What follows belongs to an exercise in optimizing a design on an open flow for small area, a short achievable clock period and few clock cycles; a production flow would make more cautious choices. Only simulation tests tie the RTL to the original design; equivalence was not proved. No driver is modelled on the clock port, so clock power and skew are understated where the tree is cut down; a real chip needs a root buffer or a tree. Power figures rest on the tool's default switching activity, not on a simulated workload.

## bridge
module bridge(
input clk,arvalid,res_n,
input [1:0]arburst,
input [3:0]arlen,
input [4:0]araddr,
output arready,
output reg [15:0]rdata,
output rresp,rlast,
input rready,
output rvalid,
output reg [2:0]PADDR,
input [15:0]PRDATA,
output PWRITE,PENABLE,PSEL1,PSEL2,PSEL3,PSEL4,
input PREADY
    );
    reg        full;         
    reg        ready;        
    reg [1:0]  sel;
    reg [2:0]  addr;         
    reg        incr;
    reg [3:0]  cnt;          
    reg        setup;        
    reg        enable;       
    reg [3:0]  psel;
    reg        tlast;        
    reg        valid;
    reg        rlast_q;
    reg        skid;
    reg [15:0] sdata;
    reg        slast;
    wire done   = enable & PREADY;              
    wire empty  = ~full;
    wire accept = arvalid & ready;
    wire idle   = ~setup & ~enable;
    wire issue  = full & ((idle & (~skid | rready)) |
                            (done & (~valid | (~skid & rready))));
    always @(posedge clk, negedge res_n)
      if (!res_n) begin
        full   <= 1'b0;
        ready  <= 1'b0;
        setup  <= 1'b0;
        enable <= 1'b0;
        psel   <= 4'd0;
        valid  <= 1'b0;
        skid   <= 1'b0;
      end else begin
        if (accept) begin
          full  <= 1'b1;
          ready <= 1'b0;
        end else if (issue && cnt == 4'd0) begin
          full  <= 1'b0;
          ready <= 1'b1;
        end else
          ready <= ~full;
        setup  <= issue;
        enable <= setup | (enable & ~PREADY);
        psel <= ({4{issue}} & (4'd1 << sel)) | (psel & {4{~done}});
        valid <= skid | done | (valid & ~rready);
        skid  <= (skid | (done & valid)) & ~rready;
      end
  ...
Size: roughly 190 cells after synthesis, roughly 58 flip-flops, roughly 61 I/O pins.
==> flow/config.mk <==
export PLATFORM = sky130hd
export DESIGN_NAME = bridge
export DESIGN_NICKNAME = bridge
export VERILOG_FILES = /design/flow/design.v
export SDC_FILE = /design/flow/constraint.sdc
export NUM_CORES = 4
export LEC_CHECK = 0
export ABC_AREA = 1
export CAP_MARGIN = 20
export CORE_MARGIN = 2
export CORE_UTILIZATION = 40
export PLACE_DENSITY = 0.6
export SETUP_SLACK_MARGIN = 3.3
export SLEW_MARGIN = 20
==> flow/constraint.sdc <==
create_clock -name core_clock -period 5.0 [get_ports {clk}]
set_input_delay 1.0000 -clock core_clock [delete_from_list [all_inputs] [get_ports {clk}]]
set_output_delay 1.0000 -clock core_clock [all_outputs]
set_load 0.01 [all_outputs]
standard.sh (not shown) runs the stock make flow with config.mk's settings and CLKGATE_MAP_FILE= SYNTH_SCRIPT=/design/flow/synth_recipe.tcl, a recipe that flattens the netlist after the stock synthesis.
==> flow/flow/run.sh <==
#!/bin/bash
set -euo pipefail
export BUFFER_PORTS_ARGS="-buffer_cell sky130_fd_sc_hd__buf_1"
export PRE_CTS_TCL="$PWD/flow/manclk.tcl"
bash standard.sh finish > flow_standard.log 2>&1
==> flow/flow/manclk.tcl <==
# Clock distribution in place of the CTS H-tree: the clock port drives
# nbuf clock buffers, each driving the register clock pins of one vertical
# slice of the core, placed at that slice's centroid.
proc man_clock {bufmaster nbuf} {
  set db [ord::get_db]
  set block [ord::get_db_block]
  set clknet [$block findNet clk]
  set master [$db findMaster $bufmaster]
  set sinks {}
  foreach it [$clknet getITerms] {
    set loc [[$it getInst] getLocation]
    lappend sinks [list [lindex $loc 0] [lindex $loc 1] $it]
  }
  set sinks [lsort -integer -index 0 $sinks]
  set n [llength $sinks]
  for {set b 0} {$b < $nbuf} {incr b} {
    set lo [expr {$b * $n / $nbuf}]
    set hi [expr {($b + 1) * $n / $nbuf - 1}]
    set inst [odb::dbInst_create $block $master clkbuf_root_$b]
    set net [odb::dbNet_create $block clknet_root_$b]
    $net setSigType CLOCK
    set sx 0; set sy 0; set k 0
    foreach s [lrange $sinks $lo $hi] {
      set it [lindex $s 2]
      set sx [expr {$sx + [lindex $s 0]}]; set sy [expr {$sy + [lindex $s 1]}]; incr k
      $it disconnect
      $it connect $net
    }
    [$inst findITerm A] connect $clknet
    [$inst findITerm X] connect $net
    $inst setLocation [expr {$sx / $k}] [expr {$sy / $k}]
    $inst setPlacementStatus PLACED
    puts "man_clock: $k sinks on clknet_root_$b"
  }
}

# Sourced by ORFS's cts.tcl just before its clock_tree_synthesis call:
# replace that call with the distribution above.
rename clock_tree_synthesis orfs_clock_tree_synthesis
proc clock_tree_synthesis {args} {
  man_clock sky130_fd_sc_hd__clkbuf_8 4
}
The first run completed with no timing, DRC or antenna violations.
Testbench counts at the start, summed over its fixed seeds: cycles 7,352.
Edit:
--- a/flow/config.mk
+++ b/flow/config.mk
@@ -6,5 +6,4 @@
 export NUM_CORES = 4
 export LEC_CHECK = 0
-export ABC_AREA = 1
 export CAP_MARGIN = 20
 export CORE_MARGIN = 2
@@ -13,2 +12,3 @@
 export SETUP_SLACK_MARGIN = 3.3
 export SLEW_MARGIN = 20
+export TNS_END_PERCENT = 100
Area after synthesis drops by 3.4%; sequential share of layout area came out higher by 0.69 points; setup slack gains 0.012 ns; clock skew falls by 0.0035 ns; final cell count falls by 17%; design area goes down by 0.98%; core utilization is higher by 0.45 points; sequential power drops by 2.4%.
In every run of this note, the design's own scripts or RTL, not TritonCTS, make the clock network.


Setup of amber:
The RTL this note starts from:
==> flow/design.v <==
`timescale 1ns / 1ps
module bridge(
input clk,arvalid,res_n,
input [1:0]arburst,
input [3:0]arlen,
input [4:0]araddr,
output arready,
output reg [15:0]rdata,
output rresp,rlast,
input rready,
output rvalid,
output reg [2:0]PADDR,
input [15:0]PRDATA,
output PWRITE,PENABLE,PSEL1,PSEL2,PSEL3,PSEL4,
input PREADY
    );
    reg        full;         
    reg        ready;        
    reg [1:0]  sel;
    reg [2:0]  addr;         
    reg        incr;
    reg [3:0]  cnt;          
    reg        setup;        
    reg        enable;       
    reg [3:0]  psel;
    reg        tlast;        
    reg        valid;
    reg        rlast_q;
    reg        skid;
    reg [15:0] sdata;
    reg        slast;
    wire done   = enable & PREADY;              
    wire empty  = ~full;
    wire accept = arvalid & ready;
    wire idle   = ~setup & ~enable;
    wire issue  = full & ((idle & (~skid | rready)) |
                            (done & (~valid | (~skid & rready))));
    always @(posedge clk, negedge res_n)
      if (!res_n) begin
        full   <= 1'b0;
        ready  <= 1'b0;
        setup  <= 1'b0;
        enable <= 1'b0;
        psel   <= 4'd0;
        valid  <= 1'b0;
        skid   <= 1'b0;
      end else begin
        if (accept) begin
          full  <= 1'b1;
          ready <= 1'b0;
        end else if (issue && cnt == 4'd0) begin
          full  <= 1'b0;
          ready <= 1'b1;
        end else
          ready <= ~full;
        setup  <= issue;
        enable <= setup | (enable & ~PREADY);
        psel <= ({4{issue}} & (4'd1 << sel)) | (psel & {4{~done}});
        valid <= skid | done | (valid & ~rready);
        skid  <= (skid | (done & valid)) & ~rready;
      end
    always @(posedge clk) begin
      if (empty) begin
        sel  <= araddr[4:3];
        addr <= araddr[2:0];
        incr <= (arburst == 2'b01);
        cnt  <= arlen;
      end else if (setup) begin
        if (incr)
          addr <= addr + 3'd1;
        cnt <= cnt - 4'd1;
      end
      if (~enable | PREADY) begin
        PADDR <= addr;
        tlast <= (cnt == 4'd0);
      end
      if (~valid | rready) begin
        rdata   <= skid ? sdata : PRDATA;
        rlast_q <= skid ? slast : tlast;
      end
      if (~skid) begin
        sdata <= PRDATA;
        slast <= tlast;
      end
    end
    assign arready = ready;
    assign PSEL1 = psel[0];
    assign PSEL2 = psel[1];
    assign PSEL3 = psel[2];
    assign PSEL4 = psel[3];
    assign PENABLE = enable;
    assign PWRITE = 1'b0;
    assign rvalid = valid;
    assign rresp = valid;
    assign rlast = rlast_q;
endmodule
Settings: LEC_CHECK=0, CAP_MARGIN=20, CORE_MARGIN=2, CORE_UTILIZATION=40, GPL_TIMING_DRIVEN=0, PLACE_DENSITY=0.6, SETUP_SLACK_MARGIN=3.3, SLEW_MARGIN=20; clock period 5.0 ns.
Scripts as last shown in full above: flow/flow/run.sh, flow/flow/manclk.tcl
amber: flow completed, timing, DRC and antenna clean
Testbench counts of amber, summed over its fixed seeds: cycles 7,352.
The following lists how quartz was set up differently from amber:
- GPL_TIMING_DRIVEN: 0 -> unset
## What came out
- Relative to amber, the upper clock frequency limit measured on quartz has increased by a few percent.
- Compared with amber, quartz shows maximum fanout count along the critical path higher by 2.
- Via count ends up lower on amber.
- Reported for quartz and amber, number of setup violations in the final report turned out identical to the last digit.
- From amber to quartz the numbers moved as follows: post-route core utilization now smaller; least setup slack across all paths after layout now larger; post-layout instance area now smaller; detail-routed net length per standard cell now larger; final period demand of the worst path now smaller.
- Diff quartz and amber: power consumption higher in amber
Relative to quartz, the following input files were edited for zinc:
- changing PLACE_DENSITY from 0.6 to 0.5
- changing CORE_UTILIZATION from 40 to 30
==> comparison <==
Side by side, multi-input gate share of the layout cell area turned out lower in zinc than in quartz. On die height: between zinc and quartz, it ends up higher for zinc. Est. power | zinc vs quartz | zinc higher.
Inputs modified between zinc and tundra:
- putting ABC_CLOCK_PERIOD_IN_PS at 1700 where nothing was set
- swapping 30 for 40 in CORE_UTILIZATION
- swapping 0.5 for 0.6 in PLACE_DENSITY
### Flow results
Re routed wire length: zinc was higher than tundra. tundra reached the final stage; the timing, design-rule and antenna checks on its layout passed. tundra reports a lower cell area than zinc does. | total power | tundra vs zinc | 0.043 mW lower |.
#### Input delta (garnet over tundra)
- ABC_CLOCK_PERIOD_IN_PS no longer set, was 1700
- SETUP_SLACK_MARGIN now 3.5, was 3.3
### Flow results
Sort tundra and garnet by pin slew with the least headroom to its limit, descending, and garnet comes first.
Diff tundra -> garnet | HPWL after detailed placement | decrease of 8.9%
Run comparison: garnet slowest cell on the critical path sky130_fd_sc_hd__dfrtp_4; tundra slowest cell on the critical path sky130_fd_sc_hd__dfrtp_2
Final instance area: garnet worse than tundra
Diff garnet..tundra | total cell area at the placement stage | negligible
In the flow results for tundra and garnet, the sequential share of layout area is larger on tundra.
Diff tundra and garnet: sequential group share of total power lower in garnet
Summary of garnet over tundra: final wirelength picked up an extra about 6%, post-route worst setup slack lost 54 ps.
No run of this note takes its clock network from TritonCTS; it comes from the design's own scripts or RTL.


RTL: the design.v shown in full above, as it stands there.
export LEC_CHECK = 0
export CAP_MARGIN = 20
export CORE_MARGIN = 2
export CORE_UTILIZATION = 40
export PLACE_DENSITY = 0.6
export SETUP_SLACK_MARGIN = 3.25
export SLEW_MARGIN = 20
create_clock -name core_clock -period 5.0 [get_ports {clk}]
Scripts as last shown in full above: flow/flow/run.sh, flow/flow/manclk.tcl
Testbench counts at the start, summed over its fixed seeds: cycles 7,352.
Change:
- CORE_UTILIZATION: 40 -> 55
- PLACE_DENSITY: 0.6 -> 0.75
- SETUP_SLACK_MARGIN: 3.25 -> 3.3
What happened: The new run passed the timing, design-rule and antenna checks; die area decreases by 26%; total power is higher by 2.6%; hold slack is better by 0.010 ns; routed wire length decreases by 1.1%; utilization rises by 20 points.
Change:
- CORE_UTILIZATION: 55 -> 40
- PLACE_DENSITY: 0.75 -> 0.6
- SETUP_SLACK_MARGIN: 3.3 -> 3.35
=>
- die area increases by a quarter to a third
- worst hold slack stays flat
- sequential cell count is unchanged
- critical path depth decreases by 1
- global-route usage decreases by 4.1 points
- via count decreases slightly
- total power decreases by a few percent
- routed wire length decreases slightly
- design area decreases slightly
- sequential share of layout area increases by 1.1 points
In every run of this note, the design's own scripts or RTL, not TritonCTS, make the clock network.


RTL: the design.v shown in full above, as it stands there.
==> flow/config.mk <==
export PLATFORM = sky130hd
export DESIGN_NAME = bridge
export DESIGN_NICKNAME = bridge
export VERILOG_FILES = /design/flow/design.v
export SDC_FILE = /design/flow/constraint.sdc
export NUM_CORES = 4
export LEC_CHECK = 0
export CAP_MARGIN = 20
export CORE_MARGIN = 2
export CORE_UTILIZATION = 40
export PLACE_DENSITY = 0.6
export SETUP_SLACK_MARGIN = 3.4
export SLEW_MARGIN = 20
==> flow/constraint.sdc <==
create_clock -name core_clock -period 5.0 [get_ports {clk}]
set_input_delay 1.0000 -clock core_clock [delete_from_list [all_inputs] [get_ports {clk}]]
set_output_delay 1.0000 -clock core_clock [all_outputs]
set_load 0.01 [all_outputs]
Scripts as last shown in full above: flow/flow/run.sh, flow/flow/manclk.tcl
Testbench counts at the start, summed over its fixed seeds: cycles 7,352.
==> next run, changes <==
Settings changed: SETUP_SLACK_MARGIN 3.4 to 3.2.
Result: The changed run passed the timing, design-rule and antenna checks. First-iteration DRC count is lower by 9.7%. Worst setup slack degrades by 0.043 ns. Wire length is lower by 3.1%.
In every run of this note, the design's own scripts or RTL, not TritonCTS, make the clock network.


bridge, a different RTL version from the one above (not shown whole).
For scale: roughly 140 cells after synthesis, roughly 57 flip-flops.
==> flow/config.mk <==
export PLATFORM = sky130hd
export DESIGN_NAME = bridge
export DESIGN_NICKNAME = bridge
export VERILOG_FILES = /design/flow/design.v
export SDC_FILE = /design/flow/constraint.sdc
export NUM_CORES = 4
export LEC_CHECK = 0
export CAP_MARGIN = 20
export CORE_MARGIN = 2
export CORE_UTILIZATION = 40
export PLACE_DENSITY = 0.6
export SETUP_SLACK_MARGIN = 3.1
export SLEW_MARGIN = 20
==> flow/constraint.sdc <==
create_clock -name core_clock -period 5.0 [get_ports {clk}]
set_input_delay 1.0000 -clock core_clock [delete_from_list [all_inputs] [get_ports {clk}]]
set_output_delay 1.0000 -clock core_clock [all_outputs]
set_load 0.01 [all_outputs]
Scripts as last shown in full above: flow/flow/run.sh, flow/flow/manclk.tcl
Testbench counts at the start, summed over its fixed seeds: cycles 7,350.
Then changed:
--- a/flow/flow/run.sh
+++ b/flow/flow/run.sh
@@ -4 +4 @@
-export PRE_CTS_TCL="$PWD/flow/manclk.tcl"
+export CTS_ARGS="-sink_clustering_enable -repair_clock_nets -dont_use_dummy_load -buf_list sky130_fd_sc_hd__clkbuf_4 -root_buf sky130_fd_sc_hd__clkbuf_4"
SETUP_SLACK_MARGIN = not set   (was 3.1)
removed: flow/flow/manclk.tcl
Clock skew rises by 12 ps. First-iteration DRC count grows by well over a third. Routed wire length goes up by a few percent.
The clock cells of the first run of this note come from the design's own scripts or RTL, not from TritonCTS.


Another version of the RTL of bridge (not shown whole).
Size: roughly 140 cells after synthesis, roughly 61 I/O pins.
export LEC_CHECK = 0
export CAP_MARGIN = 20
export CORE_MARGIN = 2
export CORE_UTILIZATION = 40
export PLACE_DENSITY = 0.6
export SETUP_SLACK_MARGIN = 3.3
export SLEW_MARGIN = 20
create_clock -name core_clock -period 5.0 [get_ports {clk}]
==> flow/flow/run.sh <==
#!/bin/bash
set -euo pipefail
export BUFFER_PORTS_ARGS="-buffer_cell sky130_fd_sc_hd__buf_1"
export PRE_CTS_TCL="$PWD/flow/manclk.tcl"
bash standard.sh finish > flow_standard.log 2>&1
==> flow/flow/manclk.tcl <==
# Clock distribution in place of the CTS H-tree: the clock port drives
# nbuf clock buffers, each driving the register clock pins of one vertical
# slice of the core, placed at that slice's centroid.
proc man_clock {bufmaster nbuf} {
  set db [ord::get_db]
  set block [ord::get_db_block]
  set clknet [$block findNet clk]
  set master [$db findMaster $bufmaster]
  set sinks {}
  foreach it [$clknet getITerms] {
    set loc [[$it getInst] getLocation]
    lappend sinks [list [lindex $loc 0] [lindex $loc 1] $it]
  }
  set sinks [lsort -integer -index 0 $sinks]
  set n [llength $sinks]
  for {set b 0} {$b < $nbuf} {incr b} {
    set lo [expr {$b * $n / $nbuf}]
    set hi [expr {($b + 1) * $n / $nbuf - 1}]
    set inst [odb::dbInst_create $block $master clkbuf_root_$b]
    set net [odb::dbNet_create $block clknet_root_$b]
    $net setSigType CLOCK
    set sx 0; set sy 0; set k 0
    foreach s [lrange $sinks $lo $hi] {
      set it [lindex $s 2]
      set sx [expr {$sx + [lindex $s 0]}]; set sy [expr {$sy + [lindex $s 1]}]; incr k
      $it disconnect
      $it connect $net
    }
    [$inst findITerm A] connect $clknet
    [$inst findITerm X] connect $net
    $inst setLocation [expr {$sx / $k}] [expr {$sy / $k}]
    $inst setPlacementStatus PLACED
    puts "man_clock: $k sinks on clknet_root_$b"
  }
}

# Sourced by ORFS's cts.tcl just before its clock_tree_synthesis call:
# replace that call with the distribution above.
rename clock_tree_synthesis orfs_clock_tree_synthesis
proc clock_tree_synthesis {args} {
  man_clock sky130_fd_sc_hd__clkbuf_8 4
}
Testbench counts at the start, summed over its fixed seeds: cycles 7,352.
Then changed:
Settings changed: SETUP_SLACK_MARGIN 3.3 to 3.2.
Outcome: Cell count fell by 1.8%; sequential cell count is unchanged; core utilization is lower by 2.0 points; combinational power came out lower by 12%; power fell by about 4%; worst hold slack stays flat; final area shrinks by 3.9%; register-to-register slack got worse by 0.02 ns; area after synthesis stays the same.
Then changed:
--- a/flow/flow/manclk.tcl
+++ b/flow/flow/manclk.tcl
@@ -40,3 +40,3 @@
 proc clock_tree_synthesis {args} {
-  man_clock sky130_fd_sc_hd__clkbuf_8 4
+  man_clock sky130_fd_sc_hd__clkbuf_8 3
 }
Outcome: The changed run passed the timing, design-rule and antenna checks; sequential share of layout area rose by 0.31 points; worst setup slack is worse by 0.041 ns; total power fell slightly; first-iteration DRC count fell by about a fifth.
Then changed:
--- a/flow/flow/manclk.tcl
+++ b/flow/flow/manclk.tcl
@@ -40,3 +40,3 @@
 proc clock_tree_synthesis {args} {
-  man_clock sky130_fd_sc_hd__clkbuf_8 3
+  man_clock sky130_fd_sc_hd__clkbuf_16 2
 }
The new run passed the timing, design-rule and antenna checks.
Power rose by 2.2%.
Setup slack improved by 0.027 ns.
Die area is unchanged.
Area after synthesis is unchanged.
Global-route usage is about the same.
In every run of this note, the design's own scripts or RTL, not TritonCTS, make the clock network.

port drivers added, routing unchanged:
Ports are ideal in the flow. The routed layouts listed here were re-timed in OpenROAD. Step 1 sets driving cells, clkbuf_16 on the clock port and buf_2 on the other inputs (assumed; they add their load-dependent delay and slew). Step 2, shift: input delay + t, output delay - t, t = (earliest + latest rising clock arrival at the registers) / 2. This alone moves slack from input paths to output paths. Slacks: ideal / step 1 / step 2; pairs: ideal / step 1.
run | t, ns | setup WS [ns] | hold slack, ns | slew at the worst register clock pin (ns) | cell pins on the clock port's net
the first run of note 1 | 0.194 | 3.252 / 3.203 / 3.310 | 0.452 / 0.452 / 0.452 | 0.09 / 0.09 | 4
the second run of note 1 | 0.192 | 3.264 / 3.217 / 3.082 | 0.478 / 0.478 / 0.478 | 0.09 / 0.09 | 4
amber | 0.197 | 3.196 / 3.145 / 3.082 | 0.476 / 0.476 / 0.476 | 0.09 / 0.09 | 4
quartz | 0.192 | 3.264 / 3.217 / 3.082 | 0.478 / 0.478 / 0.478 | 0.09 / 0.09 | 4
zinc | 0.195 | 3.265 / 3.217 / 3.099 | 0.478 / 0.478 / 0.478 | 0.09 / 0.09 | 4
tundra | 0.192 | 3.264 / 3.217 / 3.082 | 0.478 / 0.478 / 0.478 | 0.09 / 0.09 | 4
garnet | 0.195 | 3.210 / 3.162 / 3.088 | 0.469 / 0.469 / 0.469 | 0.09 / 0.09 | 4
the first run of note 3 | 0.197 | 3.248 / 3.198 / 3.096 | 0.467 / 0.467 / 0.467 | 0.09 / 0.09 | 4
the second run of note 3 | 0.190 | 3.262 / 3.217 / 3.061 | 0.477 / 0.477 / 0.477 | 0.09 / 0.09 | 4
the third run of note 3 | 0.192 | 3.265 / 3.223 / 3.046 | 0.478 / 0.478 / 0.478 | 0.09 / 0.09 | 4
the first run of note 4 | 0.193 | 3.258 / 3.209 / 3.063 | 0.470 / 0.470 / 0.470 | 0.09 / 0.09 | 4
the second run of note 4 | 0.191 | 3.215 / 3.167 / 3.102 | 0.474 / 0.474 / 0.474 | 0.09 / 0.09 | 4
the first run of note 5 | 0.193 | 3.166 / 3.115 / 3.098 | 0.469 / 0.469 / 0.469 | 0.09 / 0.09 | 4
the second run of note 5 | 0.391 | 2.939 / 2.915 / 2.827 | 0.462 / 0.462 / 0.462 | 0.09 / 0.09 | 1
the first run of note 6 | 0.195 | 3.243 / 3.195 / 3.254 | 0.464 / 0.464 / 0.464 | 0.09 / 0.09 | 4
the second run of note 6 | 0.195 | 3.244 / 3.195 / 3.167 | 0.464 / 0.464 / 0.464 | 0.09 / 0.09 | 4
the third run of note 6 | 0.205 | 3.203 / 3.159 / 3.165 | 0.465 / 0.465 / 0.465 | 0.11 / 0.11 | 3
the fourth run of note 6 | 0.206 | 3.230 / 3.186 / 3.170 | 0.471 / 0.471 / 0.471 | 0.10 / 0.10 | 2
After both steps setup and hold are still met in every run listed. The setup slack of the third run of note 3, which loses most, moves by -0.042 ns with the drivers and by -0.219 ns with both steps.
